Background: an optimization exercise with open tools, aiming at small area. Do not read the settings as production practice. In this exercise RTL edits were held to simulation tests only and were not proved equivalent to the original. The clock port is modelled as an ideal driver; clocking choices that lean on that would not hold on a real chip. Power figures rest on the tool's default switching activity, not on a simulated workload.

## flow/design.v

```verilog
module jukebox_top (
    input        clk,         
    input        rst_n,       
    input        uart_rx,     
    output       led_blink,
    output       led_pwm,
    output       buzzer,
    output       lcd_rs,
    output       lcd_en,
    output [3:0] lcd_data
);
reg [18:0] counter;
always @(posedge clk) begin
    if (!rst_n) counter <= 19'd0;
    else        counter <= counter + 19'd1;
end
assign led_blink = counter[12];
wire [1:0]  fade_w = counter[17:16];
wire [15:0] fade_x = counter[15:0];
assign led_pwm = (fade_w == 2'd1 && fade_x != 16'hFFFF) ||
                 (fade_w == 2'd2 && fade_x <= 16'd43689) ||
                 (fade_w == 2'd3 && fade_x <= 16'd21844);
wire [6:0] uart_data;
uart_rx u_uart (
    .i_CLK(clk),
    .i_RST_N(rst_n),
    .i_RX(uart_rx),
    .o_DATA(uart_data)
);
localparam [3:0] N_REST = 4'd0, N_C4 = 4'd1, N_D4 = 4'd2, N_E4 = 4'd3,
                 N_F4 = 4'd4, N_G4 = 4'd5, N_A4 = 4'd6, N_B4 = 4'd7, N_C5 = 4'd8;
localparam [13:0] JC_1     = 14'b00000000000001;
localparam [13:0] JC_12500 = 14'b10110000010010;
localparam [13:0] JC_15000 = 14'b01101100110111;
reg [13:0] jukebox_counter;    
reg        jukebox_late;       
reg [6:0]  jukebox_index;      
reg [3:0]  jukebox_note;       
reg [6:0]  line2_char;         
wire period_end = (jukebox_counter == JC_15000);
wire counter_0  = (jukebox_counter == 14'd0);
wire counter_1  = (jukebox_counter == JC_1);
wire note_end   = (jukebox_counter == JC_12500);
wire resting      = counter_0 || jukebox_late;
wire resting_next = note_end || jukebox_late;
localparam [511:0] NOTE_TABLE = 512'h00000000005667702332555205667702332555000122334405665511023344550233445501223344056655110012322333321230333222033321230876543210;
wire [3:0] index_note = NOTE_TABLE[{jukebox_index, 2'b00} +: 4];
wire index_end = (jukebox_index == 7'd9)  || (jukebox_index == 7'd39) ||
                 (jukebox_index == 7'd88) || (jukebox_index == 7'd119);
reg [6:0] index_next;
always @(*) begin
    index_next = jukebox_index;
    if (period_end) begin
        case (uart_data)
            "A": index_next = (jukebox_index >= 7'd1  && jukebox_index < 7'd10)  ? jukebox_index + 7'd1 : 7'd1;
            "B": index_next = (jukebox_index >= 7'd10 && jukebox_index < 7'd40)  ? jukebox_index + 7'd1 : 7'd10;
            "C": index_next = (jukebox_index >= 7'd40 && jukebox_index < 7'd90)  ? jukebox_index + 7'd1 : 7'd40;
            "D": index_next = (jukebox_index >= 7'd90 && jukebox_index < 7'd120) ? jukebox_index + 7'd1 : 7'd90;
            default: index_next = 7'd0;
        endcase
    end
    if (index_end && counter_1) index_next = 7'd0;
end
wire [3:0] note_next = (!resting && !resting_next && !index_end) ? index_note : jukebox_note;
wire [3:0] music_note      = resting ? N_REST : jukebox_note;
wire [3:0] music_note_next = resting_next ? N_REST : note_next;
always @(posedge clk) begin
    if (!rst_n) begin
        jukebox_counter <= 14'd0;
        jukebox_late <= 1'b0;
        jukebox_index <= 7'd0;
        jukebox_note <= N_REST;
    end else begin
        jukebox_index <= index_next;
        jukebox_note <= note_next;
        if (period_end) begin
            jukebox_counter <= 14'd0;
            jukebox_late <= 1'b0;
        end else begin
            jukebox_counter <= {jukebox_counter[12:0],
                                ~^{jukebox_counter[13], jukebox_counter[1], jukebox_counter[0]}};
            if (note_end) jukebox_late <= 1'b1;
        end
    end
end
always @(posedge clk) begin
    if (period_end) line2_char <= uart_data;
end
reg [15:0] music_counter;      
reg        music_below;
reg        tone_out;
reg [15:0] lim_wrap;
reg [15:0] lim_half;
always @(*) begin
    case (music_note)
        N_C4: begin lim_wrap = 16'd188; lim_half = 16'd94; end
        N_D4: begin lim_wrap = 16'd168; lim_half = 16'd84; end
        N_E4: begin lim_wrap = 16'd149; lim_half = 16'd74; end
        N_F4: begin lim_wrap = 16'd141; lim_half = 16'd70; end
        N_G4: begin lim_wrap = 16'd125; lim_half = 16'd62; end
        N_A4: begin lim_wrap = 16'd111; lim_half = 16'd55; end
        N_B4: begin lim_wrap = 16'd99;  lim_half = 16'd49; end
        N_C5: begin lim_wrap = 16'd93;  lim_half = 16'd46; end
        default: begin lim_wrap = 16'd49998; lim_half = 16'd24999; end
    endcase
end
always @(posedge clk) begin
    if (!rst_n) begin
        music_counter <= 16'd0;
        music_below <= 1'b1;
        tone_out <= 1'b0;
    end else begin
        music_counter <= music_below ? music_counter + 16'd1 : 16'd0;
        music_below <= !music_below || (music_counter < lim_wrap);
        tone_out <= (music_note_next != N_REST) && (!music_below || (music_counter < lim_half));
    end
end
assign buzzer = tone_out;
wire lcd_copy = (counter[14:0] == 15'h3FFF);
reg       lcd_valid;
reg [6:0] lcd_char;
always @(posedge clk) begin
    if (!rst_n)        lcd_valid <= 1'b0;
    else if (lcd_copy) lcd_valid <= 1'b1;
end
always @(posedge clk) begin
    if (lcd_copy) lcd_char <= line2_char;
end
lcd u_lcd (
    .CLOCK(clk),
    .SYNC_RST(rst_n),
    .REFRESH(counter[14]),
    .SCROLL(counter[18:15]),
    .VALID(lcd_valid),
    .CHAR2(lcd_char),
    .LCD_RS(lcd_rs),
    .LCD_EN(lcd_en),
    .LCD_DATA(lcd_data)
);
endmodule
module lcd (
    input            CLOCK,
    input            SYNC_RST,
    input            REFRESH,
    input      [3:0] SCROLL,
    input            VALID,
    input      [6:0] CHAR2,
    output reg       LCD_RS,
    output reg       LCD_EN,
    output reg [3:0] LCD_DATA
);
    reg [8:0] index;      
    reg [5:0] step;       
    wire in_line1 = (index >= 9'd11) && (index <= 9'd26);
    wire in_line2 = (index >= 9'd31) && (index <= 9'd46);
    wire [3:0] addr = index[3:0] + (in_line2 ? ~SCROLL : SCROLL);
    wire       is_title = (CHAR2 == "A") || (CHAR2 == "B") || (CHAR2 == "C") || (CHAR2 == "D");
    wire [1:0] title = CHAR2[2] ? 2'd3 : CHAR2[1:0] - 2'd1;
    reg [6:0] text_rom;
    always @(*) begin
        casez ({in_line2, title, addr})
            7'b0_??_0000: text_rom = 7'h63;
            7'b0_??_0001: text_rom = 7'h20;
            7'b0_??_0010: text_rom = 7'h4a;
            7'b0_??_0011: text_rom = 7'h75;
            7'b0_??_0100: text_rom = 7'h6b;
            7'b0_??_0101: text_rom = 7'h65;
            7'b0_??_0110: text_rom = 7'h62;
            7'b0_??_0111: text_rom = 7'h6f;
            7'b0_??_1000: text_rom = 7'h78;
            7'b0_??_1001: text_rom = 7'h5d;
            7'b0_??_1010: text_rom = 7'h20;
            7'b0_??_1011: text_rom = 7'h5b;
            7'b0_??_1100: text_rom = 7'h4d;
            7'b0_??_1101: text_rom = 7'h75;
            7'b0_??_1110: text_rom = 7'h73;
            7'b0_??_1111: text_rom = 7'h69;
            7'b1_00_0000: text_rom = 7'h2c;
            7'b1_00_0001: text_rom = 7'h20;
            7'b1_00_0010: text_rom = 7'h52;
            7'b1_00_0011: text_rom = 7'h65;
            7'b1_00_0100: text_rom = 7'h2c;
            7'b1_00_0101: text_rom = 7'h20;
            7'b1_00_0110: text_rom = 7'h4d;
            7'b1_00_0111: text_rom = 7'h69;
            7'b1_00_1000: text_rom = 7'h2e;
            7'b1_00_1001: text_rom = 7'h2e;
            7'b1_00_1010: text_rom = 7'h2e;
            7'b1_00_1011: text_rom = 7'h20;
            7'b1_00_1100: text_rom = 7'h20;
            7'b1_00_1101: text_rom = 7'h20;
            7'b1_00_1110: text_rom = 7'h44;
            7'b1_00_1111: text_rom = 7'h6f;
            7'b1_01_0000: text_rom = 7'h74;
            7'b1_01_0001: text_rom = 7'h74;
            7'b1_01_0010: text_rom = 7'h6c;
            7'b1_01_0011: text_rom = 7'h65;
            7'b1_01_0100: text_rom = 7'h20;
            7'b1_01_0101: text_rom = 7'h4c;
            7'b1_01_0110: text_rom = 7'h61;
            7'b1_01_0111: text_rom = 7'h6d;
            7'b1_01_1000: text_rom = 7'h62;
            7'b1_01_1001: text_rom = 7'h20;
            7'b1_01_1010: text_rom = 7'h20;
            7'b1_01_1011: text_rom = 7'h20;
            7'b1_01_1100: text_rom = 7'h20;
            7'b1_01_1101: text_rom = 7'h20;
            7'b1_01_1110: text_rom = 7'h4c;
            7'b1_01_1111: text_rom = 7'h69;
            7'b1_10_0000: text_rom = 7'h69;
            7'b1_10_0001: text_rom = 7'h6e;
            7'b1_10_0010: text_rom = 7'h6b;
            7'b1_10_0011: text_rom = 7'h6c;
            7'b1_10_0100: text_rom = 7'h65;
            7'b1_10_0101: text_rom = 7'h20;
            7'b1_10_0110: text_rom = 7'h54;
            7'b1_10_0111: text_rom = 7'h77;
            7'b1_10_1000: text_rom = 7'h69;
            7'b1_10_1001: text_rom = 7'h6e;
            7'b1_10_1010: text_rom = 7'h6b;
            7'b1_10_1011: text_rom = 7'h6c;
            7'b1_10_1100: text_rom = 7'h65;
            7'b1_10_1101: text_rom = 7'h20;
            7'b1_10_1110: text_rom = 7'h54;
            7'b1_10_1111: text_rom = 7'h77;
            7'b1_11_0000: text_rom = 7'h64;
            7'b1_11_0001: text_rom = 7'h20;
            7'b1_11_0010: text_rom = 7'h4d;
            7'b1_11_0011: text_rom = 7'h61;
            7'b1_11_0100: text_rom = 7'h63;
            7'b1_11_0101: text_rom = 7'h44;
            7'b1_11_0110: text_rom = 7'h6f;
            7'b1_11_0111: text_rom = 7'h6e;
            7'b1_11_1000: text_rom = 7'h61;
            7'b1_11_1001: text_rom = 7'h6c;
            7'b1_11_1010: text_rom = 7'h64;
            7'b1_11_1011: text_rom = 7'h20;
            7'b1_11_1100: text_rom = 7'h20;
            7'b1_11_1101: text_rom = 7'h20;
            7'b1_11_1110: text_rom = 7'h4f;
            7'b1_11_1111: text_rom = 7'h6c;
            default: text_rom = 7'h00;
        endcase
    end
    reg [7:0] char;
    always @(*) begin
        if (!VALID)                         char = " ";
        else if (!in_line2 || is_title)     char = {1'b0, text_rom};
        else if (addr == 4'd13)             char = {1'b0, CHAR2};
        else                                char = "-";
    end
    reg [8:0] instruction;
    always @(*) begin
        case (index)
            9'd0: instruction = {1'b0, 8'h33};
            9'd1: instruction = {1'b0, 8'h32};
            9'd2: instruction = {1'b0, 8'h28};
            9'd3: instruction = {1'b0, 8'h06};
            9'd4: instruction = {1'b0, 8'h0C};
            9'd5: instruction = {1'b0, 8'h01};
            9'd9: instruction = {1'b0, 8'h01};
            9'd10: instruction = {1'b0, 8'h80};
            9'd30: instruction = {1'b0, 8'hC0};
            default: instruction = (in_line1 || in_line2) ? {1'b1, char} : 9'd0;
        endcase
    end
    wire is_chr    = instruction[8];
    localparam [5:0] S4 = 6'b001111, S9 = 6'b110111, S10 = 6'b101111,
                     S17 = 6'b011101, S26 = 6'b000010, S49 = 6'b001001;
    wire step_hi   = (step == 6'd0);
    wire step_lo   = is_chr ? (step == S4) : (step == S17);
    wire step_last = is_chr ? (step == S10) : (step == S49);
    wire step_off  = !is_chr && (step == S9 || step == S26);
    always @(posedge CLOCK) begin
        if (!SYNC_RST) begin
            index <= 9'd0;
            step <= 6'd0;
            LCD_RS <= 1'b0;
            LCD_EN <= 1'b0;
            LCD_DATA <= 4'h0;
        end else begin
            if (step_hi || step_lo) begin
                LCD_EN <= 1'b1;
                LCD_RS <= is_chr;
                LCD_DATA <= step_hi ? instruction[7:4] : instruction[3:0];
            end else if (step_off) begin
                LCD_EN <= 1'b0;
            end
            if (!step_last) begin
                step <= {step[4:0], ~^{step[5], step[4]}};
            end else if (index != 9'd256) begin
                index <= index + 9'd1;
                step <= 6'd0;
            end else if (REFRESH) begin
                index <= 9'd10;
                step <= 6'd0;
            end
        end
    end
endmodule
module uart_rx (
    input        i_CLK,
    input        i_RST_N,
    input        i_RX,
    output [6:0] o_DATA
);
    localparam [1:0] STATE_IDLE = 2'd0, STATE_START = 2'd1,
                     STATE_DATA = 2'd2, STATE_STOP = 2'd3;
    reg [1:0] state;
    reg [5:0] delay_count;    
    reg [2:0] data_index;
    reg [6:0] r_DATA;
    assign o_DATA = r_DATA;
    reg [10:0] rx_pipe;
    wire r_RX = rx_pipe[10];
    always @(posedge i_CLK) begin
        if (!i_RST_N) rx_pipe <= 11'h7FF;
        else          rx_pipe <= {rx_pipe[9:0], i_RX};
    end
    localparam [5:0] D20 = 6'b101011, D41 = 6'b110100, D42 = 6'b101001;
    wire [5:0] delay_next = {delay_count[4:0], ~^{delay_count[5], delay_count[4]}};
    always @(posedge i_CLK) begin
        if (!i_RST_N) begin
            state <= STATE_IDLE;
            r_DATA <= "X";
        end else begin
            case (state)
                STATE_IDLE: begin
                    delay_count <= 6'd0;
                    data_index <= 3'd0;
                    if (!r_RX) state <= STATE_START;
                end
                STATE_START: begin
                    if (delay_count != D20) begin
                        delay_count <= delay_next;
                    end else begin
                        delay_count <= 6'd0;
                        state <= r_RX ? STATE_IDLE : STATE_DATA;
                    end
                end
                STATE_DATA: begin
                    if (delay_count != D42) begin
                        delay_count <= delay_next;
                        if (delay_count == D41 && data_index != 3'd7)
                            r_DATA[data_index] <= r_RX;
                    end else begin
                        delay_count <= 6'd0;
                        if (data_index != 3'd7) data_index <= data_index + 3'd1;
                        else                    state <= STATE_STOP;
                    end
                end
                STATE_STOP: begin
                    if (delay_count != D41)  delay_count <= delay_next;
                    else if (r_RX)           state <= STATE_IDLE;
                end
            endcase
        end
    end
endmodule
```

## flow/flow/run.sh

```bash
#!/bin/bash
# Layout flow: the standard synthesis, then the combinational logic between
# the registers is re-mapped for area with ABC (registers, their names and cell
# types are kept), then the standard layout from floorplan to finish with a
# smaller clock tree (small buffers, no dummy loads) and small port buffers.
set -euo pipefail
W=$(pwd)
F=$W/flow
R=$W/orfs/results/$FLOW_PLATFORM/jukebox_top/base
YOSYS=$(command -v yosys || echo "$FLOW_HOME/../tools/install/yosys/bin/yosys")

bash standard.sh synth > "$W/log_1_standard_synth.txt" 2>&1

cp "$R/1_2_yosys.v" "$W/standard_synth.v"
export LIBFILE="$FLOW_HOME/platforms/$FLOW_PLATFORM/lib/sky130_fd_sc_hd__tt_025C_1v80.lib"
export CELLMAP="$W/cellmap.v"
export STD_NETLIST="$W/standard_synth.v"
export OUT_NETLIST="$W/resynth.v"
export ABC_SCRIPT="$F/area.abc"
"$YOSYS" -c "$F/cellmap.tcl" > "$W/log_2_cellmap.txt" 2>&1
"$YOSYS" -c "$F/resynth.tcl" > "$W/log_3_resynth.txt" 2>&1

cp "$OUT_NETLIST" "$R/1_2_yosys.v"
rm -f "$R/1_synth.odb" "$R/1_synth.sdc"
bash standard.sh \
  "CTS_ARGS=$(cat "$F/cts_args.txt")" \
  "BUFFER_PORTS_ARGS=-buffer_cell sky130_fd_sc_hd__buf_1" \
  finish > "$W/log_4_standard_layout.txt" 2>&1
```

## flow/flow/area.abc

```
strash
&get -n
&deepsyn -T 60
&put
dch -f
amap
topo
```

## flow/flow/cellmap.tcl

```tcl
# Combinational cells of the library as techmap rules (cell -> its function).
yosys -import
read_liberty -ignore_miss_func $::env(LIBFILE)
delete sky130_fd_sc_hd__df* sky130_fd_sc_hd__edf* sky130_fd_sc_hd__sdf* sky130_fd_sc_hd__dl* sky130_fd_sc_hd__lpflow* sky130_fd_sc_hd__probe*
write_verilog -noattr $::env(CELLMAP)
```

## flow/flow/cts_args.txt

```
-sink_clustering_enable -repair_clock_nets -dont_use_dummy_load -buf_list sky130_fd_sc_hd__clkbuf_4 -root_buf sky130_fd_sc_hd__clkbuf_16
```

## flow/flow/resynth.tcl

```tcl
# Re-map the combinational logic of the standard synthesis netlist for area.
# Sequential cells stay as they are (same instances, names and cell types).
yosys -import
set lib $::env(LIBFILE)
read_liberty -lib $lib
read_verilog $::env(STD_NETLIST)
hierarchy -top $::env(FLOW_TOP)
techmap -map $::env(CELLMAP)
simplemap
opt_clean
abc -script $::env(ABC_SCRIPT) -liberty $lib -dont_use *lpflow* -dont_use *probe*
setundef -zero
hilomap -singleton -hicell sky130_fd_sc_hd__conb_1 HI -locell sky130_fd_sc_hd__conb_1 LO
splitnets
opt_clean -purge
insbuf -buf sky130_fd_sc_hd__buf_1 A X
stat -liberty $lib
write_verilog -noattr -nohex -nodec $::env(OUT_NETLIST)
```

## flow/standard.sh

```bash
#!/bin/bash
# synth_recipe.tcl (not shown) runs the flow's synth.tcl, then flattens the netlist and writes it again
# the make line also repeats each setting of config.mk as NAME=value (left out here)
make -C /OpenROAD-flow-scripts/flow DESIGN_CONFIG=/design/flow/config.mk WORK_HOME=/design/flow/orfs CLKGATE_MAP_FILE= SYNTH_SCRIPT=/design/flow/synth_recipe.tcl "${@:-finish}"
```

## flow/config.mk

```make
export PLATFORM = sky130hd
export DESIGN_NAME = jukebox_top
export DESIGN_NICKNAME = jukebox_top
export VERILOG_FILES = /design/flow/design.v
export SDC_FILE = /design/flow/constraint.sdc
export NUM_CORES = 4
export LEC_CHECK = 0
export CAP_MARGIN = 20
export CORE_MARGIN = 2
export CORE_UTILIZATION = 65
export SLEW_MARGIN = 20
```

## flow/constraint.sdc

```tcl
create_clock -name core_clock -period 80.0 [get_ports {clk}]
set_input_delay 16.0000 -clock core_clock [delete_from_list [all_inputs] [get_ports {clk}]]
set_output_delay 16.0000 -clock core_clock [all_outputs]
set_load 0.01 [all_outputs]
```

==> impl.org, run 1 <==
** STA
- The final-report hold violation count came to 0.
- In the final timing run, aggregate negative setup slack is 0 ps.
- Final period utilization :: 24.5%
- RSZ-0062 raised after global routing :: no
- Highest achievable clock rate :: 51.0 MHz
- Final critical delay including setup and external delays :: 19610 ps
- Setup violations remaining at the end of the flow were counted as 0.
- Slew at the pin closest to its max-slew limit :: 973 ps
- Measured against its own limit, the worst slew margin works out to 34.6%.
- Setup slack closes at 60390 ps.
- Hold is met by 422 ps.
- Setup skew after layout :: 42.4 ps
- Pins Over Slew Limit :: 0

** Placed design
- PortBufs :: 11
- After detailed placement, the total cell area comes to 6640 um2.
- The congestion estimate from routability-driven global placement came to 0.962.
- Hpwl dp :: 10800 um
- At the placement stage, the worst setup path has a slack of 60770 ps.

** Floorplan
- Rows :: 36
- The floorplan step defined a die boundary enclosing 10700 um2.
- In this run the count of I/O pins placed on the die edge is 12.
- The die is 103 um wide.
- Initial core utilization :: 66.1%
- The floorplan step set the die height to 103 um.
- The core region is 9680 um2.

** Pwr
- Across the VDD grid, the largest voltage drop is 0.0144 mV.
- Leakage power summed over all cells :: 0.00220 uW
- P per Cell Area :: 15.2 nW/um2

** Critical path
- Critical path arrival :: 3610 ps
- Launching point of the worst reg2reg path :: u_lcd.index[3]
- Worst-case reg-to-reg path depth :: 23
- Type of the worst setup path :: flip-flop to output pin
- Sort of element at the start of the critical path :: flip-flop
- In this run the register-to-register setup slack is 74150 ps.
- STA classifies the critical path endpoint as an output pin.
- STA puts the critical path data required time at 64000 ps.
- Endpoint of the lowest-slack register-to-register path :: u_lcd.LCD_DATA[1]
- Maximum fanout encountered on the critical timing path :: 4

** Worst hold path
- The path class of the tightest hold or removal check is flip-flop to flip-flop.
- Counting instances, the worst hold path has a depth of 1.
- Startpoint of the most critical hold path :: u_uart.rx_pipe[4]
- The path with the worst hold slack has its endpoint at u_uart.rx_pipe[5].

** Finish
- Proportion of layout cells with a drive suffix above 1 :: 2.36%
- The repair_antennas step left the layout with diodes totalling 0.
- Finished Cell Area :: 6790 um2
- Most common library cell in the layout ignoring fill and taps :: nor2_1
- Final core utilization :: 70.1%
- Count of filler cells inserted in the layout :: 793
- Syn-to-layout area delta :: 5.98%
- Most frequent cells in the layout :: nor2_1 (195), clkinv_1 (121), dfxtp_1 (105), nand2_1 (64), o21ai_0 (56)
- Total number of nets in the final design :: 893

** Logic synthesis
- Counting every net in the synthesized netlist gives 859.
- Per-instance average area after synthesis :: 7.48 um2
- The synthesized netlist occupies a cell area of 6410 um2.
- The Yosys step of the flow raised 3 warnings.
- Counting every instance in the synthesized netlist gives 856.

** Global routing
- The initial antenna violation count was 0.
- The first global-routing pass estimated 24400 um of wire.
- Entering global routing, the biggest net connects 32 pins.
- The via count of the first global-routing pass came to 5571.
- Total track usage :: 28.9%
- Total gr overflow :: 0

** Routing
- After detailed routing, the average wire length per cell comes to 14.4 um.
- Final WL :: 14700 um
- For this run, design rule violations remaining after detail routing come to 0.
- DRC marker count from the first detailed-route iteration :: 369
- After detailed routing, the number of vias per cell comes to 6.08.
- Via total after detailed routing :: 6208
- Number of routed nets with antenna violations :: 0
- Pre-Repair DR Iteration Count :: 6

** Clock tree
- Counting the buffers created by CTS gives 17.
- At the later pin of the worst-skew pair, clock insertion delay measures 380 ps.
- Post-CTS timing repair inserted 0 buffers for setup.
- Resized cells post-CTS :: 0
- TritonCTS built the clock tree.
- Clock Root Buffer :: clkbuf_16
- Clk sinks :: 128
- Counting along the longest clock path gives a buffer depth of 2.
- Clock slew seen by the registers of the worst setup and hold paths :: 100 ps
- Total of hold buffers inserted after clock tree synthesis :: 0
- The H-tree was split into 4 levels.

** Run
- Number of violations of the max-capacitance limit :: 0

** Status
- Run status :: no timing/DRC/antenna violations
## layer usage
metal | global-route usage (%) | up-vias | part of all wire, %
met4 | 11.1 | 0 | 2.5
met2 | 47.9 | 285 | 47
met5 | 0 | - | 0
met3 | 7.59 | 55 | 7.4
li1 | - | 3118 | -
met1 | 36.4 | 2750 | 43
## layout make-up
| type | count | area [um2] | share of cell area, % |
|---|---|---|---|
| Clock buffer | 17 | 145 | 2.14 |
| Inverter | 121 | 454 | 6.69 |
| Multi-Input combinational cell | 607 | 3160 | 46.5 |
| Sequential cell | 128 | 2790 | 41.1 |
| Tap cell | 133 | 166 | 2.45 |
| Timing Repair Buffer | 15 | 71.3 | 1.05 |
## critical path, cell delays in order, from the launching register on
cell and delay [ps]:
dfxtp_1 370, clkinv_1 120, nor2_1 270, nand2_1 110
nor2_1 190, nand2_1 100, nor2_1 210, nand2_1 100
nor2_1 220, nand2_1 110, nor2_1 190, nand2_1 100
nor2_1 190, nand2_1 120, nor2_1 190, nand2_1 100
nor2_1 170, nor2_1 80, a21o_1 170, buf_1 120
## metrics by stage
step,instances,total power [uW]
after CTS,1021,104
after detailed placement,1004,73.7
after floorplan,856,72.0
after global routing,1021,107
after global placement,1004,73.5
final,1021,103
## how the worst max path moves through the flow
stage / startpoint / end / slack, ps / depth (start not counted)
final: counter[2] / led_pwm / 60390 / 19
after global routing: counter[2] / led_pwm / 59870 / 19
after CTS: counter[2] / led_pwm / 60360 / 19
after detailed placement: counter[2] / led_pwm / 60770 / 19
after global placement: counter[2] / led_pwm / 61120 / 19
after floorplan: counter[2] / led_pwm / 61380 / 18
## power breakdown
group          internal (uW)  switching, uW  leakage [uW]  total (uW)
clock network           11.6           19.2     0.0000859        30.8
logic                   1.63           3.47       0.00104        5.11
registers               66.4          0.830       0.00107        67.2
## registers in the layout, indices dropped and copies added (netlist names), named ones only
register            flops
u_uart.data_index       3
u_lcd.LCD_EN            1
jukebox_counter        14
u_uart.rx_pipe         11
counter                19
music_counter          16
u_uart.r_DATA           7
line2_char              7
u_uart.state            1
music_below             1
lcd_valid               1
jukebox_index           7
u_lcd.index             9
tone_out                1
u_lcd.step              6
jukebox_late            1
jukebox_note            4
u_lcd.LCD_DATA          4
lcd_char                7
u_lcd.LCD_RS            1
u_uart.delay_count      6
==> inputs of run 2 (changes only) <==
==> flow/flow/cts_args.txt (replaced) <==
-sink_clustering_enable -repair_clock_nets -dont_use_dummy_load -buf_list sky130_fd_sc_hd__clkbuf_8 -root_buf sky130_fd_sc_hd__clkbuf_8 -sink_clustering_size 40 -sink_clustering_max_diameter 200
--- a/flow/config.mk
+++ b/flow/config.mk
@@ -7,5 +7,5 @@
 export LEC_CHECK = 0
 export CAP_MARGIN = 20
 export CORE_MARGIN = 2
-export CORE_UTILIZATION = 65
+export CORE_UTILIZATION = 40
 export SLEW_MARGIN = 20
==> impl.org, run 2 <==
** Worst hold path
- Depth of the worst hold-timing path :: 1 (unchanged)
- The path with the worst hold slack has its endpoint at u_uart.rx_pipe[8].
- In this run the worst hold path is classified as flip-flop to flip-flop.
- In this run the most critical hold path is launched from u_uart.rx_pipe[7].

** Floorplan
- Die height :: 131 um (+26%)
- The placement row count is 46 (+28%).
- Horizontal extent of the die :: 131 um (+26%)
- Initial core utilization :: 40.6% (-26 points)
- Floorplan die area :: 17000 um2 (+60%)
- IO Count :: 12 (unchanged)
- Std-Cell Core Area :: 15800 um2 (+63%)

** Logic synthesis
- Area of the mapped netlist :: 6410 um2 (unchanged)
- Post-synth net total :: 859 (unchanged)
- The warning count from the yosys run was 3 (unchanged).
- Synthesized netlist cell count :: 856 (unchanged)
- The mean instance size in the synthesized netlist was 7.48 um2 (unchanged).

** Finish
- In the final layout, the registers with the most flip-flops are counter x19, music_counter x16, jukebox_counter x14.
- Register area :: 2790 um2 (unchanged)
- The library cell used most frequently in the layout, excluding fill and tap cells, is nor2_1.
- Total area of multi-input combinational cells :: 3160 um2 (+0.16%)
- Number of inserted diodes :: 0 (unchanged)
- Most frequent cells in the layout :: nor2_1 (195), clkinv_1 (121), dfxtp_1 (105), nand2_1 (64), o21ai_0 (56)
- Count of filler cells inserted in the layout :: 1611 (+100%)
- Total number of nets in the final design :: 893 (unchanged)
- Register with the highest flop count :: counter
- Proportion of layout cells with a drive suffix above 1 :: 2.48% (+0.11 points)
- The post-route cell area was 6990 um2 (+2.9%).
- Final core utilization :: 44.3% (-26 points)
- From synthesis to final layout, the design area changed by 9.06%.
- The flip-flop count of the largest register, all copies and words added was 19 (unchanged).

** Pwr
- Post-route total power :: 112 uW (+8.5%)
- Switching power share of the total :: 22.5% (-0.33 points)
- The leakage power of the design is 0.00224 uW (+1.7%).
- The sequential share of power is 60.1% (-5.1 points).
- The share of total power in combinational logic was 4.5% (-0.4 points).
- The cell internal power dissipation came to 86.8 uW (+9.0%).
- Part of the total power dissipated in the clock network :: 35.4% (+5.5 points)
- P per Cell Area :: 16.0 nW/um2 (+5.4%)
- Largest voltage drop on the vdd net :: 0.0100 mV (-31%)
- The net switching component of the power was 25.2 uW (+6.9%).

** Clock tree
- The number of resized instances in the post-cts repair step is 0 (unchanged).
- The number of buffers added by the clock tree synthesis step is 17 (unchanged).
- CTS tree :: done
- Clock tree synthesis selected as its root buffer the cell clkbuf_8.
- Total of hold buffers inserted after clock tree synthesis :: 0 (unchanged)
- Post-CTS setup buffer count :: 0 (unchanged)
- The latest clock arrival within the worst-skew pair was 440 ps (+60 ps).
- Clk sinks :: 128 (unchanged)
- The clock tree buffer depth came to 2 (unchanged).
- The H-tree depth reported by CTS is 4 (unchanged).
- Clock slew seen by the registers of the worst setup and hold paths :: 80 ps (-20 ps)

** Global routing
- Wire length of the first global-routing pass :: 24600 um (+0.93%)
- Total track usage :: 18.0% (-11 points)
- The maximum number of pins on one net before global-route repair is 44 (+38%).
- The sum of overflow across all layers after global routing was 0 (unchanged).
- The initial antenna violation count came to 0 (unchanged).
- Via count of the first global-routing pass :: 5236 (-6.0%)

** Critical path
- Required time of the critical path :: 64000 ps (about the same)
- The worst register-to-register path begins at u_lcd.index[3].
- Worst-case reg-to-reg path depth :: 23 (unchanged)
- Traced cell by cell, the critical path runs through nand2_1 -> nor2_1 -> nand2_1 -> nor2_1 -> nand2_1 -> nor2_1 -> nand2_1 -> nor2_1 -> nand2_1 -> nor2_1 -> nand2_1 -> nor2_1 -> nand2_1 -> nor2_1 -> nand2_1 -> nor2_1 -> nor2_1 -> a21o_1 -> buf_1.
- Type of the worst setup path :: flip-flop to output pin
- The worst setup path is captured at an output pin.
- Counting stages on the worst path, the most repeated cell is nor2_1.
- Critical path arrival :: 3510 ps (-100 ps)
- The worst setup path is launched from a flip-flop.
- Setup slack of the most critical reg-to-reg path :: 74130 ps (-20 ps)
- Slowest cell on crit path :: dfxtp_1
- Maximum fanout encountered on the critical timing path :: 4 (unchanged)
- Endpoint of the lowest-slack register-to-register path :: u_lcd.LCD_DATA[1]
- The maximum single-stage delay on the critical path came to 350 ps (-20 ps).

** Routing
- Via total after detailed routing :: 5982 (-3.6%)
- The number of violations reported at the end of detailed-routing iteration 0 came to 486 (+32%).
- The number of optimization iterations in the first detailed-route pass was 5 (-1).
- The number of routed nets with antenna violations is 0 (unchanged).
- The routed via count divided by cell count was 5.42 (-11%).
- Remaining routing DRC violations :: 0 (unchanged)
- Average routed wire per standard cell :: 13.5 um (-6.6%)
- Final WL :: 14900 um (+0.96%)

** Placed design
- The post-place instance area was 6750 um2 (+1.6%).
- PortBufs :: 11 (unchanged)
- The global placement routability congestion came to 0.881 (-8.5%).
- Hpwl dp :: 10700 um (-0.69%)
- Pre-CTS worst setup slack :: 60960 ps (+191 ps)

** STA
- The pin slew with the least headroom to its limit came to 995 ps (+22.0 ps).
- Number of endpoints failing setup at the final stage :: 0 (unchanged)
- Pins Over Slew Limit :: 0 (unchanged)
- Final Hold Vio Count :: 0 (unchanged)
- The minimum clock period was 19510 ps (-102 ps).
- Final total negative setup slack :: 0 ps (unchanged)
- The setup skew after layout is 30.3 ps (-12.1 ps).
- The final clock period utilization by the worst path came to 24.4% (-0.13 points).
- Worst-case headroom to the max-slew limit :: 32.9% (-1.7 points)
- Worst-case setup margin in the final layout :: 60490 ps (+102 ps)
- RSZ-0062 raised after global routing :: no
- Highest achievable clock rate :: 51.3 MHz (+0.52%)

** Run
- The number of maximum-capacitance violations was 0 (unchanged).

** Status
- The flow ran to the end and the layout has no timing, DRC or antenna violations.
-- run 2: final cells by class --
type                    instances  share of cell area [%]
inverters                     121                    6.50
flip-flops and latches        128                    40.0
multi-input cells             607                    45.3
clock buffers                  17                    3.35
repair buffers                 15                    1.02
well taps                     216                    3.87
-- run 2: power by group through the flow --
stage                     clock network [uW]  logic, uW  registers [uW]
after floorplan                            0       3.41            68.6
after global placement                     0       5.05            68.7
after detailed placement                   0       5.08            68.7
after CTS                               41.2       5.09            67.3
after global routing                    43.8       5.79            67.4
final                                   39.6       5.05            67.3
-- run 2: stage by stage --
| stage | hold slack, ps | cells |
|---|---|---|
| floorplan | 391 | 856 |
| global placement | 392 | 1087 |
| detailed placement | 401 | 1087 |
| CTS | 401 | 1104 |
| global route | 424 | 1104 |
| finish | 395 | 1104 |
-- run 2: how the worst max path moves through the flow --
| stage | from | endpoint | slack (ps) |
|---|---|---|---|
| after global placement | counter[2] | led_pwm | 61090 |
| after detailed placement | counter[1] | led_pwm | 60960 |
| final | counter[0] | led_pwm | 60490 |
| after global routing | counter[0] | led_pwm | 59980 |
| after CTS | counter[0] | led_pwm | 60480 |
| after floorplan | counter[2] | led_pwm | 61380 |
-- run 2: worst max-delay path, delay by kind of cell (launching register included) --
kind,cells,cell delay (ps)
buffers and inverters,1,120
flip-flops,1,350
AO/OA/AOI/OAI,1,180
AND/OR/NAND/NOR,17,2420
-- run 2: metal layers --
layer | global-route usage (%) | routed length (um) | vias up
met2 | 27.3 | 6470 | 166
li1 | - | - | 3120
met1 | 25.0 | 7560 | 2675
met4 | 7.20 | 255 | 0
met5 | 0 | 0 | -
met3 | 3.79 | 600 | 21
==> inputs of run 3 (changes only) <==
--- a/flow/design.v
+++ b/flow/design.v
@@ -34,7 +34,7 @@
 localparam [13:0] JC_15000 = 14'b01101100110111;
 reg [13:0] jukebox_counter;    
 reg        jukebox_late;       
-reg [6:0]  jukebox_index;      
+reg [7:0]  jukebox_index;      
 reg [3:0]  jukebox_note;       
 reg [6:0]  line2_char;         
 wire period_end = (jukebox_counter == JC_15000);
@@ -43,23 +43,26 @@
 wire note_end   = (jukebox_counter == JC_12500);
 wire resting      = counter_0 || jukebox_late;
 wire resting_next = note_end || jukebox_late;
-localparam [511:0] NOTE_TABLE = 512'h00000000005667702332555205667702332555000122334405665511023344550233445501223344056655110012322333321230333222033321230876543210;
+localparam [7:0] SILENCE = 8'h3F;
+localparam [1023:0] NOTE_TABLE = 1024'h0000000000000000012233440566551102334455023344550122334405665511000000000000000000000000000000000000123223333212303332220333212300000000000000000000000000000000000000000000000000000000876543210000000000000000000000000000000000005667702332555205667702332555;
 wire [3:0] index_note = NOTE_TABLE[{jukebox_index, 2'b00} +: 4];
-wire index_end = (jukebox_index == 7'd9)  || (jukebox_index == 7'd39) ||
-                 (jukebox_index == 7'd88) || (jukebox_index == 7'd119);
-reg [6:0] index_next;
+wire [1:0] song     = jukebox_index[7:6];
+wire [5:0] position = jukebox_index[5:0];
+wire index_end = (jukebox_index == {2'd1, 6'd8})  || (jukebox_index == {2'd2, 6'd29}) ||
+                 (jukebox_index == {2'd3, 6'd48}) || (jukebox_index == {2'd0, 6'd29});
+wire       song_char = (uart_data[6:3] == 4'b1000) && (uart_data[2:0] != 3'd0) &&
+                       (uart_data[2:0] <= 3'd4);       
+wire [1:0] char_song = uart_data[1:0];
+wire       same_song = (song == char_song) && (char_song != 2'd0 || !position[5]);
+reg [7:0] index_next;
 always @(*) begin
     index_next = jukebox_index;
     if (period_end) begin
-        case (uart_data)
-            "A": index_next = (jukebox_index >= 7'd1  && jukebox_index < 7'd10)  ? jukebox_index + 7'd1 : 7'd1;
-            "B": index_next = (jukebox_index >= 7'd10 && jukebox_index < 7'd40)  ? jukebox_index + 7'd1 : 7'd10;
-            "C": index_next = (jukebox_index >= 7'd40 && jukebox_index < 7'd90)  ? jukebox_index + 7'd1 : 7'd40;
-            "D": index_next = (jukebox_index >= 7'd90 && jukebox_index < 7'd120) ? jukebox_index + 7'd1 : 7'd90;
-            default: index_next = 7'd0;
-        endcase
+        if (!song_char)     index_next = SILENCE;
+        else if (same_song) index_next = {song, position + 6'd1};
+        else                index_next = {char_song, 6'd0};
     end
-    if (index_end && counter_1) index_next = 7'd0;
+    if (index_end && counter_1) index_next = SILENCE;
 end
 wire [3:0] note_next = (!resting && !resting_next && !index_end) ? index_note : jukebox_note;
 wire [3:0] music_note      = resting ? N_REST : jukebox_note;
@@ -68,7 +71,7 @@
     if (!rst_n) begin
         jukebox_counter <= 14'd0;
         jukebox_late <= 1'b0;
-        jukebox_index <= 7'd0;
+        jukebox_index <= SILENCE;
         jukebox_note <= N_REST;
     end else begin
         jukebox_index <= index_next;
@@ -117,13 +120,8 @@
 end
 assign buzzer = tone_out;
 wire lcd_copy = (counter[14:0] == 15'h3FFF);
-reg       lcd_valid;
 reg [6:0] lcd_char;
 always @(posedge clk) begin
-    if (!rst_n)        lcd_valid <= 1'b0;
-    else if (lcd_copy) lcd_valid <= 1'b1;
-end
-always @(posedge clk) begin
     if (lcd_copy) lcd_char <= line2_char;
 end
 lcd u_lcd (
@@ -131,7 +129,7 @@
     .SYNC_RST(rst_n),
     .REFRESH(counter[14]),
     .SCROLL(counter[18:15]),
-    .VALID(lcd_valid),
+    .VALID(counter[14]),
     .CHAR2(lcd_char),
     .LCD_RS(lcd_rs),
     .LCD_EN(lcd_en),
@@ -151,8 +149,8 @@
 );
     reg [8:0] index;      
     reg [5:0] step;       
-    wire in_line1 = (index >= 9'd11) && (index <= 9'd26);
-    wire in_line2 = (index >= 9'd31) && (index <= 9'd46);
+    wire in_line1 = (index[7:0] >= 8'd11) && (index[7:0] <= 8'd26);
+    wire in_line2 = (index[7:0] >= 8'd31) && (index[7:0] <= 8'd46);
     wire [3:0] addr = index[3:0] + (in_line2 ? ~SCROLL : SCROLL);
     wire       is_title = (CHAR2 == "A") || (CHAR2 == "B") || (CHAR2 == "C") || (CHAR2 == "D");
     wire [1:0] title = CHAR2[2] ? 2'd3 : CHAR2[1:0] - 2'd1;
@@ -251,16 +249,16 @@
     end
     reg [8:0] instruction;
     always @(*) begin
-        case (index)
-            9'd0: instruction = {1'b0, 8'h33};
-            9'd1: instruction = {1'b0, 8'h32};
-            9'd2: instruction = {1'b0, 8'h28};
-            9'd3: instruction = {1'b0, 8'h06};
-            9'd4: instruction = {1'b0, 8'h0C};
-            9'd5: instruction = {1'b0, 8'h01};
-            9'd9: instruction = {1'b0, 8'h01};
-            9'd10: instruction = {1'b0, 8'h80};
-            9'd30: instruction = {1'b0, 8'hC0};
+        case (index[7:0])
+            8'd0: instruction = index[8] ? 9'd0 : {1'b0, 8'h33};
+            8'd1: instruction = {1'b0, 8'h32};
+            8'd2: instruction = {1'b0, 8'h28};
+            8'd3: instruction = {1'b0, 8'h06};
+            8'd4: instruction = {1'b0, 8'h0C};
+            8'd5: instruction = {1'b0, 8'h01};
+            8'd9: instruction = {1'b0, 8'h01};
+            8'd10: instruction = {1'b0, 8'h80};
+            8'd30: instruction = {1'b0, 8'hC0};
             default: instruction = (in_line1 || in_line2) ? {1'b1, char} : 9'd0;
         endcase
     end
@@ -279,16 +277,16 @@
             LCD_EN <= 1'b0;
             LCD_DATA <= 4'h0;
         end else begin
+            if (step_hi) LCD_RS <= is_chr;
             if (step_hi || step_lo) begin
                 LCD_EN <= 1'b1;
-                LCD_RS <= is_chr;
                 LCD_DATA <= step_hi ? instruction[7:4] : instruction[3:0];
             end else if (step_off) begin
                 LCD_EN <= 1'b0;
             end
             if (!step_last) begin
                 step <= {step[4:0], ~^{step[5], step[4]}};
-            end else if (index != 9'd256) begin
+            end else if (!index[8]) begin       
                 index <= index + 9'd1;
                 step <= 6'd0;
             end else if (REFRESH) begin
@@ -304,11 +302,11 @@
     input        i_RX,
     output [6:0] o_DATA
 );
-    localparam [1:0] STATE_IDLE = 2'd0, STATE_START = 2'd1,
-                     STATE_DATA = 2'd2, STATE_STOP = 2'd3;
-    reg [1:0] state;
-    reg [5:0] delay_count;    
-    reg [2:0] data_index;
+    localparam [8:0] S21  = 9'b000111010, S407 = 9'b001101000;
+    localparam [8:0] B0 = 9'b000011000, B1 = 9'b101010001, B2 = 9'b111101100,
+                     B3 = 9'b011101011, B4 = 9'b000000110, B5 = 9'b011100101,
+                     B6 = 9'b001100001;
+    reg [8:0] step;
     reg [6:0] r_DATA;
     assign o_DATA = r_DATA;
     reg [10:0] rx_pipe;
@@ -317,43 +315,31 @@
         if (!i_RST_N) rx_pipe <= 11'h7FF;
         else          rx_pipe <= {rx_pipe[9:0], i_RX};
     end
-    localparam [5:0] D20 = 6'b101011, D41 = 6'b110100, D42 = 6'b101001;
-    wire [5:0] delay_next = {delay_count[4:0], ~^{delay_count[5], delay_count[4]}};
+    wire [8:0] step_next = {step[7:0], ~^{step[8], step[4]}};
+    always @(posedge i_CLK) begin
+        if (!i_RST_N) begin
+            step <= 9'd0;
+        end else if (step == 9'd0) begin
+            if (!r_RX) step <= step_next;         
+        end else if (step == S21) begin
+            step <= r_RX ? 9'd0 : step_next;      
+        end else if (step == S407) begin
+            if (r_RX) step <= 9'd0;               
+        end else begin
+            step <= step_next;
+        end
+    end
     always @(posedge i_CLK) begin
         if (!i_RST_N) begin
-            state <= STATE_IDLE;
             r_DATA <= "X";
         end else begin
-            case (state)
-                STATE_IDLE: begin
-                    delay_count <= 6'd0;
-                    data_index <= 3'd0;
-                    if (!r_RX) state <= STATE_START;
-                end
-                STATE_START: begin
-                    if (delay_count != D20) begin
-                        delay_count <= delay_next;
-                    end else begin
-                        delay_count <= 6'd0;
-                        state <= r_RX ? STATE_IDLE : STATE_DATA;
-                    end
-                end
-                STATE_DATA: begin
-                    if (delay_count != D42) begin
-                        delay_count <= delay_next;
-                        if (delay_count == D41 && data_index != 3'd7)
-                            r_DATA[data_index] <= r_RX;
-                    end else begin
-                        delay_count <= 6'd0;
-                        if (data_index != 3'd7) data_index <= data_index + 3'd1;
-                        else                    state <= STATE_STOP;
-                    end
-                end
-                STATE_STOP: begin
-                    if (delay_count != D41)  delay_count <= delay_next;
-                    else if (r_RX)           state <= STATE_IDLE;
-                end
-            endcase
+            if (step == B0) r_DATA[0] <= r_RX;
+            if (step == B1) r_DATA[1] <= r_RX;
+            if (step == B2) r_DATA[2] <= r_RX;
+            if (step == B3) r_DATA[3] <= r_RX;
+            if (step == B4) r_DATA[4] <= r_RX;
+            if (step == B5) r_DATA[5] <= r_RX;
+            if (step == B6) r_DATA[6] <= r_RX;
         end
     end
 endmodule
--- a/flow/flow/run.sh
+++ b/flow/flow/run.sh
@@ -2,7 +2,8 @@
 # Layout flow: the standard synthesis, then the combinational logic between
 # the registers is re-mapped for area with ABC (registers, their names and cell
 # types are kept), then the standard layout from floorplan to finish with a
-# smaller clock tree (small buffers, no dummy loads) and small port buffers.
+# smaller clock tree (small buffers, no dummy loads, leaf buffers upsized only
+# where the flip-flops' clock edge is slow) and small port buffers.
 set -euo pipefail
 W=$(pwd)
 F=$W/flow
@@ -25,4 +26,5 @@
 bash standard.sh \
   "CTS_ARGS=$(cat "$F/cts_args.txt")" \
   "BUFFER_PORTS_ARGS=-buffer_cell sky130_fd_sc_hd__buf_1" \
+  "POST_CTS_TCL=$F/post_cts.tcl" \
   finish > "$W/log_4_standard_layout.txt" 2>&1
==> flow/flow/cts_args.txt (replaced) <==
-sink_clustering_enable -repair_clock_nets -dont_use_dummy_load -buf_list sky130_fd_sc_hd__clkbuf_4 -root_buf sky130_fd_sc_hd__clkbuf_8
==> flow/flow/post_cts.tcl (new file) <==
# Upsize the clock buffers that drive flip-flops with a slow clock edge.
estimate_parasitics -placement
set up [dict create]
foreach pin [get_pins -hierarchical */CLK] {
  set s [get_property $pin slew_max_rise]
  set s2 [get_property $pin slew_max_fall]
  if {$s2 > $s} { set s $s2 }
  if {$s > 0.105} {
    foreach drv [get_pins -of_objects [get_nets -of_objects $pin] -filter "direction==output"] {
      set inst [get_cells -of_objects $drv]
      if {[get_property $inst ref_name] == "sky130_fd_sc_hd__clkbuf_4"} {
        dict set up [get_full_name $inst] 1
      }
    }
  }
}
foreach name [dict keys $up] {
  replace_cell [get_cells $name] sky130_fd_sc_hd__clkbuf_8
}
puts "post_cts: upsized [dict size $up] clock buffers"
if {[dict size $up] > 0} {
  detailed_placement
  check_placement -verbose
  estimate_parasitics -placement
}
--- a/flow/config.mk
+++ b/flow/config.mk
@@ -7,5 +7,5 @@
 export LEC_CHECK = 0
 export CAP_MARGIN = 20
 export CORE_MARGIN = 2
-export CORE_UTILIZATION = 40
+export CORE_UTILIZATION = 65
 export SLEW_MARGIN = 20
==> impl.org, run 3 <==
** Finish
- Number of inserted diodes :: 0 (unchanged)
- Most common library cell in the layout ignoring fill and taps :: nor2_1
- Biggest registers after layout :: counter x19, music_counter x16, jukebox_counter x14
- The flip-flop count of the largest register, all copies and words added was 19 (unchanged).
- The post-layout instance count excluding filler cells was 958 (-13%).
- The layout cell share with drive strength beyond 1 was 2.36% (-0.12 points).
- The post-layout net count is 852 (-4.6%).
- The number of filler instances in the final layout came to 764 (-53%).
- Syn-to-layout area delta :: 5.90%
- Ranked by flip-flop count, first place goes to counter.
- In the layout the commonest cells are nor2_1 (175), clkinv_1 (117), dfxtp_1 (112), nand2_1 (60), a21oi_1 (49).
- The post-route core utilization was 70.6% (+26 points).

** Routing
- The per-cell routed wire length is 15.5 um (+15%).
- The number of remaining DRC errors came to 0 (unchanged).
- The number of violations reported at the end of detailed-routing iteration 0 was 370 (-24%).
- The number of optimization iterations in the first detailed-route pass came to 5 (unchanged).
- The routed via count divided by cell count is 6.28 (+16%).
- Via total after detailed routing :: 6015 (+0.55%)
- The total wire length after detailed routing is 14800 um (-0.25%).
- Number of routed nets with antenna violations :: 0 (unchanged)

** STA
- Final Hold Vio Count :: 0 (unchanged)
- RSZ-0062 raised after global routing :: no
- The max-slew violation count came to 0 (unchanged).
- The pin slew with the least headroom to its limit was 877 ps (-118 ps).
- Final period utilization :: 24.7% (+0.28 points)
- The peak clock frequency supported by timing is 50.7 MHz (-1.1%).
- The setup total negative slack is 0 ps (unchanged).
- Number of endpoints failing setup at the final stage :: 0 (unchanged)
- Worst-case setup margin in the final layout :: 60270 ps (-222 ps)
- The relative slew slack came to 41.5% (+8.6 points).
- Final critical delay including setup and external delays :: 19730 ps (+222 ps)
- Setup skew after layout :: 27.2 ps (-3.08 ps)

** Logic synthesis
- Post-synth net total :: 819 (-4.7%)
- The warning count from the yosys run came to 3 (unchanged).
- The mean instance size in the synthesized netlist was 7.52 um2 (+0.44%).
- The synthesized instance count was 816 (-4.7%).
- The summed instance area of the synthesized netlist came to 6130 um2 (-4.3%).

** Floorplan
- The height of the chip was 101 um (-23%).
- IO Count :: 12 (unchanged)
- The initial core utilization is 66.7% (+26 points).
- The die area is 10200 um2 (-40%).
- Rows :: 35 (-24%)
- The core area came to 9200 um2 (-42%).
- The die width came to 101 um (-23%).

** Pwr
- The maximum ir drop on the vdd rail is 0.0113 mV (+12%).
- The cell area power density came to 16.3 nW/um2 (+1.8%).
- The leakage power of the design was 0.00217 uW (-3.2%).

** Clock tree
- The latest clock arrival within the worst-skew pair came to 400 ps (-40 ps).
- The clock slew seen by the registers of the worst setup and hold paths came to 90 ps (about the same).
- Clk sinks :: 126 (-1.6%)
- TritonCTS built the clock tree.

** Worst hold path
- The min-delay analysis places its worst path in the category flip-flop to flip-flop.

** Placed design
- PortBufs :: 11 (unchanged)
- The global placement routability congestion is 1.04 (+18%).
- Pre-CTS worst setup slack :: 60770 ps (-191 ps)
- Hpwl dp :: 11100 um (+3.3%)
- Number of cells after detailed placement :: 941 (-13%)

** Critical path
- The highest net fanout along the worst path came to 5 (+1).
- The maximum single-stage delay on the critical path is 460 ps (+110 ps).
- Walking the worst path, the cells encountered are nand2_1 -> nor2_1 -> nand2_1 -> nor2_1 -> nand2_1 -> nor2_1 -> nand2_1 -> nor2_1 -> nand2_1 -> nor2_1 -> nand2_1 -> nor2_1 -> nand2_1 -> nor3_1 -> nor2_1 -> o21a_1 -> buf_1.
- Sort of element at the end of the critical path :: output pin
- Slowest cell on crit path :: nor3_1
- Cell family with most CP delay :: simple AND/OR/NAND/NOR gates
- Buffers and inverters on the worst path :: 1 (unchanged)
- Required time of the critical path :: 64000 ps (about the same)
- STA classifies the critical path startpoint as a flip-flop.
- Type of the worst setup path :: flip-flop to output pin
- The arrival time of data at the critical path endpoint was 3730 ps (+220 ps).

** Global routing
- The maximum number of pins on one net before global-route repair was 48 (+9.1%).
- Total gr overflow :: 0 (unchanged)
- Total track usage :: 30.4% (+12 points)
- Via count of the first global-routing pass :: 5689 (+8.7%)
- Most congested layer reported by global routing :: met2
- Met1 demand-to-capacity share in global routing :: 36.4% (+11 points)
- The wire length of the first global-routing pass is 25300 um (+2.6%).
- Number of antenna violations at the first check in global routing :: 0 (unchanged)
- The met3 routing resource usage after global routing is 6.00% (+2.2 points).
- Global-route track usage on met2 :: 53.2% (+26 points)

** Status
- Run status :: no timing/DRC/antenna violations

** Run
- The number of maximum-capacitance violations was 0 (unchanged).
-- run 3: routing by layer --
| layer | wire (um) | up-vias |
|---|---|---|
| met1 | 6090 | 2745 |
| li1 | - | 2960 |
| met3 | 921 | 53 |
| met4 | 429 | 0 |
| met2 | 7400 | 257 |
| met5 | 0 | - |
-- run 3: worst paths after layout --
kind | slack (ps) | cells past startpoint | from | endpoint
max reg2reg | 72920 | 29 | u_lcd.index[0] | u_lcd.LCD_DATA[1]
max | 60270 | 17 | counter[1] | led_pwm
min | 400 | 0 | line2_char[6] | lcd_char[6]
min reg2reg | 400 | 0 | line2_char[6] | lcd_char[6]
-- run 3: per-stage QoR --
| stage | hold slack, ps | total power, uW | instance area, um2 |
|---|---|---|---|
| finish | 401 | 106 | 6490 |
| global route | 412 | 110 | 6490 |
| global placement | 393 | 75.3 | 6340 |
| detailed placement | 405 | 75.5 | 6340 |
| floorplan | 391 | 73.0 | 6130 |
-- run 3: worst register-to-register path: cells and delay by family (launching register included) --
kind,cells,cell delay [ps]
AO/OA/AOI/OAI,13,3200
AND/OR/NAND/NOR,12,2330
buffers and inverters,4,980
flip-flops,1,500
-- run 3: layout make-up --
class | count | area [um2] | area share, %
Multi-Input combinational cell | 573 | 3030 | 46.7
Clock buffer | 17 | 159 | 2.45
Inverter | 117 | 439 | 6.76
Timing Repair Buffer | 14 | 63.8 | 0.982
Tap cell | 111 | 139 | 2.14
Sequential cell | 126 | 2660 | 41.0
-- run 3: report_power, final --
part           leakage (uW)  switching (uW)  internal [uW]
sequential          0.00105           0.930           64.8
clock             0.0000912            19.1           12.5
combinational       0.00102            5.85           2.76
==> inputs of run 4 (changes only) <==
--- a/flow/design.v
+++ b/flow/design.v
@@ -15,11 +15,20 @@
     else        counter <= counter + 19'd1;
 end
 assign led_blink = counter[12];
-wire [1:0]  fade_w = counter[17:16];
+reg pwm_on;
+wire [1:0] fade_w = counter[17:16];
 wire [15:0] fade_x = counter[15:0];
-assign led_pwm = (fade_w == 2'd1 && fade_x != 16'hFFFF) ||
-                 (fade_w == 2'd2 && fade_x <= 16'd43689) ||
-                 (fade_w == 2'd3 && fade_x <= 16'd21844);
+always @(posedge clk) begin
+    if (!rst_n)
+        pwm_on <= 1'b0;
+    else if (fade_x == 16'hFFFF)
+        pwm_on <= (fade_w != 2'd3);
+    else if ((fade_w == 2'd1 && fade_x == 16'hFFFE) ||
+             (fade_w == 2'd2 && fade_x == 16'd43689) ||
+             (fade_w == 2'd3 && fade_x == 16'd21844))
+        pwm_on <= 1'b0;
+end
+assign led_pwm = pwm_on;
 wire [6:0] uart_data;
 uart_rx u_uart (
     .i_CLK(clk),
@@ -30,55 +39,53 @@
 localparam [3:0] N_REST = 4'd0, N_C4 = 4'd1, N_D4 = 4'd2, N_E4 = 4'd3,
                  N_F4 = 4'd4, N_G4 = 4'd5, N_A4 = 4'd6, N_B4 = 4'd7, N_C5 = 4'd8;
 localparam [13:0] JC_1     = 14'b00000000000001;
+localparam [13:0] JC_2     = 14'b00000000000010;
 localparam [13:0] JC_12500 = 14'b10110000010010;
 localparam [13:0] JC_15000 = 14'b01101100110111;
 reg [13:0] jukebox_counter;    
 reg        jukebox_late;       
 reg [7:0]  jukebox_index;      
-reg [3:0]  jukebox_note;       
 reg [6:0]  line2_char;         
 wire period_end = (jukebox_counter == JC_15000);
 wire counter_0  = (jukebox_counter == 14'd0);
 wire counter_1  = (jukebox_counter == JC_1);
+wire counter_2  = (jukebox_counter == JC_2);
 wire note_end   = (jukebox_counter == JC_12500);
-wire resting      = counter_0 || jukebox_late;
-wire resting_next = note_end || jukebox_late;
 localparam [7:0] SILENCE = 8'h3F;
-localparam [1023:0] NOTE_TABLE = 1024'h0000000000000000012233440566551102334455023344550122334405665511000000000000000000000000000000000000123223333212303332220333212300000000000000000000000000000000000000000000000000000000876543210000000000000000000000000000000000005667702332555205667702332555;
+localparam [1023:0] NOTE_TABLE = 1024'h0000000000000000012233440566551102334455023344550122334405665511000000000000000000000000000000000000123223333212303332220333212300000000000000000000000000000000000000000000000000000008876543210000000000000000000000000000000000005667702332555205667702332555;
 wire [3:0] index_note = NOTE_TABLE[{jukebox_index, 2'b00} +: 4];
 wire [1:0] song     = jukebox_index[7:6];
 wire [5:0] position = jukebox_index[5:0];
 wire index_end = (jukebox_index == {2'd1, 6'd8})  || (jukebox_index == {2'd2, 6'd29}) ||
                  (jukebox_index == {2'd3, 6'd48}) || (jukebox_index == {2'd0, 6'd29});
-wire       song_char = (uart_data[6:3] == 4'b1000) && (uart_data[2:0] != 3'd0) &&
-                       (uart_data[2:0] <= 3'd4);       
-wire [1:0] char_song = uart_data[1:0];
+wire       song_char = (line2_char[6:3] == 4'b1000) && (line2_char[2:0] != 3'd0) &&
+                       (line2_char[2:0] <= 3'd4);       
+wire [1:0] char_song = line2_char[1:0];
 wire       same_song = (song == char_song) && (char_song != 2'd0 || !position[5]);
 reg [7:0] index_next;
 always @(*) begin
     index_next = jukebox_index;
-    if (period_end) begin
+    if (counter_1) begin
         if (!song_char)     index_next = SILENCE;
         else if (same_song) index_next = {song, position + 6'd1};
         else                index_next = {char_song, 6'd0};
     end
-    if (index_end && counter_1) index_next = SILENCE;
+    if (index_end && counter_2) index_next = SILENCE;
 end
-wire [3:0] note_next = (!resting && !resting_next && !index_end) ? index_note : jukebox_note;
-wire [3:0] music_note      = resting ? N_REST : jukebox_note;
-wire [3:0] music_note_next = resting_next ? N_REST : note_next;
+wire       resting    = counter_0 || jukebox_late;
+wire [3:0] music_note = resting ? N_REST : index_note;
 always @(posedge clk) begin
     if (!rst_n) begin
         jukebox_counter <= 14'd0;
         jukebox_late <= 1'b0;
         jukebox_index <= SILENCE;
-        jukebox_note <= N_REST;
+        line2_char <= "X";
     end else begin
         jukebox_index <= index_next;
-        jukebox_note <= note_next;
         if (period_end) begin
             jukebox_counter <= 14'd0;
             jukebox_late <= 1'b0;
+            line2_char <= uart_data;
         end else begin
             jukebox_counter <= {jukebox_counter[12:0],
                                 ~^{jukebox_counter[13], jukebox_counter[1], jukebox_counter[0]}};
@@ -86,9 +93,6 @@
         end
     end
 end
-always @(posedge clk) begin
-    if (period_end) line2_char <= uart_data;
-end
 reg [15:0] music_counter;      
 reg        music_below;
 reg        tone_out;
@@ -115,10 +119,10 @@
     end else begin
         music_counter <= music_below ? music_counter + 16'd1 : 16'd0;
         music_below <= !music_below || (music_counter < lim_wrap);
-        tone_out <= (music_note_next != N_REST) && (!music_below || (music_counter < lim_half));
+        tone_out <= !music_below || (music_counter < lim_half);
     end
 end
-assign buzzer = tone_out;
+assign buzzer = tone_out && (music_note != N_REST);
 wire lcd_copy = (counter[14:0] == 15'h3FFF);
 reg [6:0] lcd_char;
 always @(posedge clk) begin
==> impl.org, run 4 <==
** Finish
- Number of inserted diodes :: 0 (unchanged)
- Most common library cell in the layout ignoring fill and taps :: nor2_1
- The layout cell share with drive strength beyond 1 is 2.45% (+0.092 points).
- Count of filler cells inserted in the layout :: 716 (-6.3%)
- The post-layout net count was 861 (+1.1%).
- The flip-flop count of the largest register, all copies and words added is 19 (unchanged).
- The synthesis-to-layout area growth came to 5.93% (about the same).
- Final cell count without fillers :: 967 (+0.94%)
- Register with the highest flop count :: counter
- In the final layout, the registers with the most flip-flops are counter x19, music_counter x16, jukebox_counter x14.
- Most frequent cells in the layout :: nor2_1 (165), clkinv_1 (117), dfxtp_1 (116), nand2_1 (82), nor3_1 (52)

** Placed design
- The half-perimeter wire length of the detailed placement result was 11200 um (+1.0%).
- The number of port buffers is 11 (unchanged).
- Placer's final routability congestion estimate :: 1.02 (-1.8%)
- Number of cells after detailed placement :: 950 (+0.96%)

** Critical path
- In this run the critical register-to-register path is launched from u_lcd.index[3].
- The worst setup path is of the flip-flop to output pin kind.
- Sort of element at the start of the critical path :: flip-flop
- The number of cells on the worst reg-to-reg path came to 26 (-10%).
- Tracing the worst setup path back leads to its startpoint at jukebox_index[0].
- Critical path arrival :: 3710 ps (-20 ps)
- Sort of element at the end of the critical path :: output pin
- The required time of the critical path is 64000 ps (about the same).
- The highest net fanout along the worst path was 7 (+2).

** STA
- Final Hold Vio Count :: 0 (unchanged)
- Number of endpoints failing setup at the final stage :: 0 (unchanged)
- Pins Over Slew Limit :: 0 (unchanged)
- The pin slew with the least headroom to its limit was 920 ps (+42.7 ps).
- Worst-case headroom to the max-slew limit :: 38.4% (-3.1 points)
- Final critical delay including setup and external delays :: 19710 ps (-18.6 ps)
- The worst-case hold slack was 422 ps (+21.0 ps).
- Final total negative setup slack :: 0 ps (unchanged)
- The setup skew after layout is 25.5 ps (-1.74 ps).
- Setup repair after global routing left no endpoint under its margin.
- The final clock period utilization by the worst path is 24.6% (about the same).
- The peak clock frequency supported by timing came to 50.7 MHz (about the same).

** Clock tree
- CTS tree :: done
- The number of clock sinks seen by CTS came to 123 (-2.4%).
- Clock slew seen by the registers of the worst setup and hold paths :: 100 ps (about the same)
- Clock latency reported for the late side of the worst-skew pair :: 400 ps (about the same)

** Floorplan
- Std-Cell Core Area :: 9110 um2 (-0.95%)
- Floorplan die area :: 10000 um2 (-1.8%)
- The die width came to 100 um (-0.92%).
- The placement row count is 35 (unchanged).
- Die height :: 100 um (-0.92%)
- The count of pins on the block boundary came to 12 (unchanged).
- The initial core utilization was 66.0% (-0.65 points).

** Worst hold path
- The min-delay analysis places its worst path in the category flip-flop to flip-flop.
- The hold path depth was 1 (+1).
- The startpoint identified for the worst hold timing path is u_uart.rx_pipe[5].

** Logic synthesis
- The synthesized instance count was 824 (+0.98%).
- The mean instance size in the synthesized netlist came to 7.30 um2 (-2.9%).
- Post-synth net total :: 827 (+0.98%)
- Count of yosys warnings during synthesis :: 3 (unchanged)
- Area of the mapped netlist :: 6020 um2 (-1.9%)

** Status
- The flow ran to the end and the layout has no timing, DRC or antenna violations.

** Routing
- The wire length on met1 was 6510 um (+6.9%).
- The total met3 wirelength after detailed routing is 1130 um (+22%).
- Avg Vias per Cell :: 6.33 (+0.78%)
- DRC marker count from the first detailed-route iteration :: 579 (+56%)
- The amount of wire on met2 after detailed routing came to 6850 um (-7.5%).
- Pre-Repair DR Iteration Count :: 9 (+4)
- The per-cell routed wire length is 15.3 um (-0.96%).
- Remaining routing DRC violations :: 0 (unchanged)
- Number of routed nets with antenna violations :: 0 (unchanged)
- The total number of vias was 6119 (+1.7%).
- The total wire length after detailed routing is 14800 um (about the same).
- Routed signal wires occupy layers up through met4.

** Global routing
- Total gr overflow :: 0 (unchanged)
- Number of antenna violations at the first check in global routing :: 0 (unchanged)
- The maximum number of pins on one net before global-route repair came to 33 (-31%).
- The via count of the first global-routing pass is 5714 (+0.44%).
- The wire length of the first global-routing pass was 25200 um (about the same).
- Total track usage :: 30.6% (+0.27 points)

** Pwr
- P per Cell Area :: 16.8 nW/um2 (+3.0%)
- The maximum ir drop on the vdd rail is 0.0181 mV (+61%).
- The leakage power of the design came to 0.00212 uW (-2.0%).
- The total chip power is 107 uW (+1.1%).

** Run
- Number of violations of the max-capacitance limit :: 0 (unchanged)
run 4: path summary, 6_finish.rpt:
| path | to | slack, ps |
|---|---|---|
| setup / recovery | buzzer | 60290 |
| hold / removal | u_uart.rx_pipe[6] | 420 |
| setup reg to reg | u_lcd.LCD_DATA[1] | 74070 |
| hold reg to reg | u_uart.rx_pipe[6] | 420 |
run 4: routing by layer:
metal	vias up	track usage, %
li1	2995	-
met1	2767	39.9
met2	311	50.6
met3	46	5.08
met4	0	12.8
met5	-	0
run 4: final cells by class:
cell class | count | area, um2 | share of cell area [%]
multi-input cells | 584 | 3040 | 47.8
flip-flops and latches | 123 | 2530 | 39.7
inverters | 117 | 439 | 6.89
clock buffers | 17 | 146 | 2.30
well taps | 111 | 139 | 2.18
repair buffers | 15 | 71.3 | 1.12
run 4: metrics by stage:
stage               setup slack (ps)  instance area [um2]  util, %
floorplan                      61350                 6020        -
global placement               60890                 6230     68.4
detailed placement             60780                 6230     68.4
global route                   59970                 6370     70.0
finish                         60290                 6370     70.0
run 4: critical path, stage by stage (launching register included):
cell	delay, ps
dfxtp_1	480
clkinv_1	190
nor2_1	250
nor2_1	120
a221o_1	410
nor3_1	150
nor3_1	90
a32o_1	240
o41ai_1	560
o21a_1	260
nand2_1	80
nor2_1	260
nor2b_1	80
buf_1	130
run 4: where the power goes:
group          total [uW]  switching, uW  internal [uW]
clock network        30.7           19.2           11.5
registers            64.9           1.77           63.2
logic                11.4           7.85           3.54
total                 107           28.9           78.2

## afterwards: timing with drivers on the ports
Ports are ideal in the flow. The routed layouts listed here were re-timed in OpenROAD. Step 1, drivers: a clkbuf_16 drives clk and a buf_2 each remaining input, both assumed. Step 2 times the ports against the registers' clock, not the clock port: input delays grow and output delays shrink by t, the midpoint of the rising clock arrivals with the driver on. Slacks: ideal / step 1 / step 2; pairs: ideal / step 1.
run | shift t [ns] | slack for setup (ns) | hold slack, ns | latest minus earliest clock arrival (ns) | cell pins on the clock port's net
run 1 | 0.393 | 60.389 / 60.352 / 60.745 | 0.422 / 0.422 / 0.422 | 0.045 / 0.044 | 1
run 2 | 0.458 | 60.491 / 60.457 / 60.915 | 0.395 / 0.395 / 0.395 | 0.031 / 0.031 | 1
run 3 | 0.427 | 60.269 / 60.233 / 60.660 | 0.401 / 0.401 / 0.401 | 0.028 / 0.028 | 1
run 4 | 0.422 | 60.288 / 60.252 / 60.674 | 0.422 / 0.422 / 0.422 | 0.026 / 0.027 | 1
After both steps setup and hold are still met in every run listed.
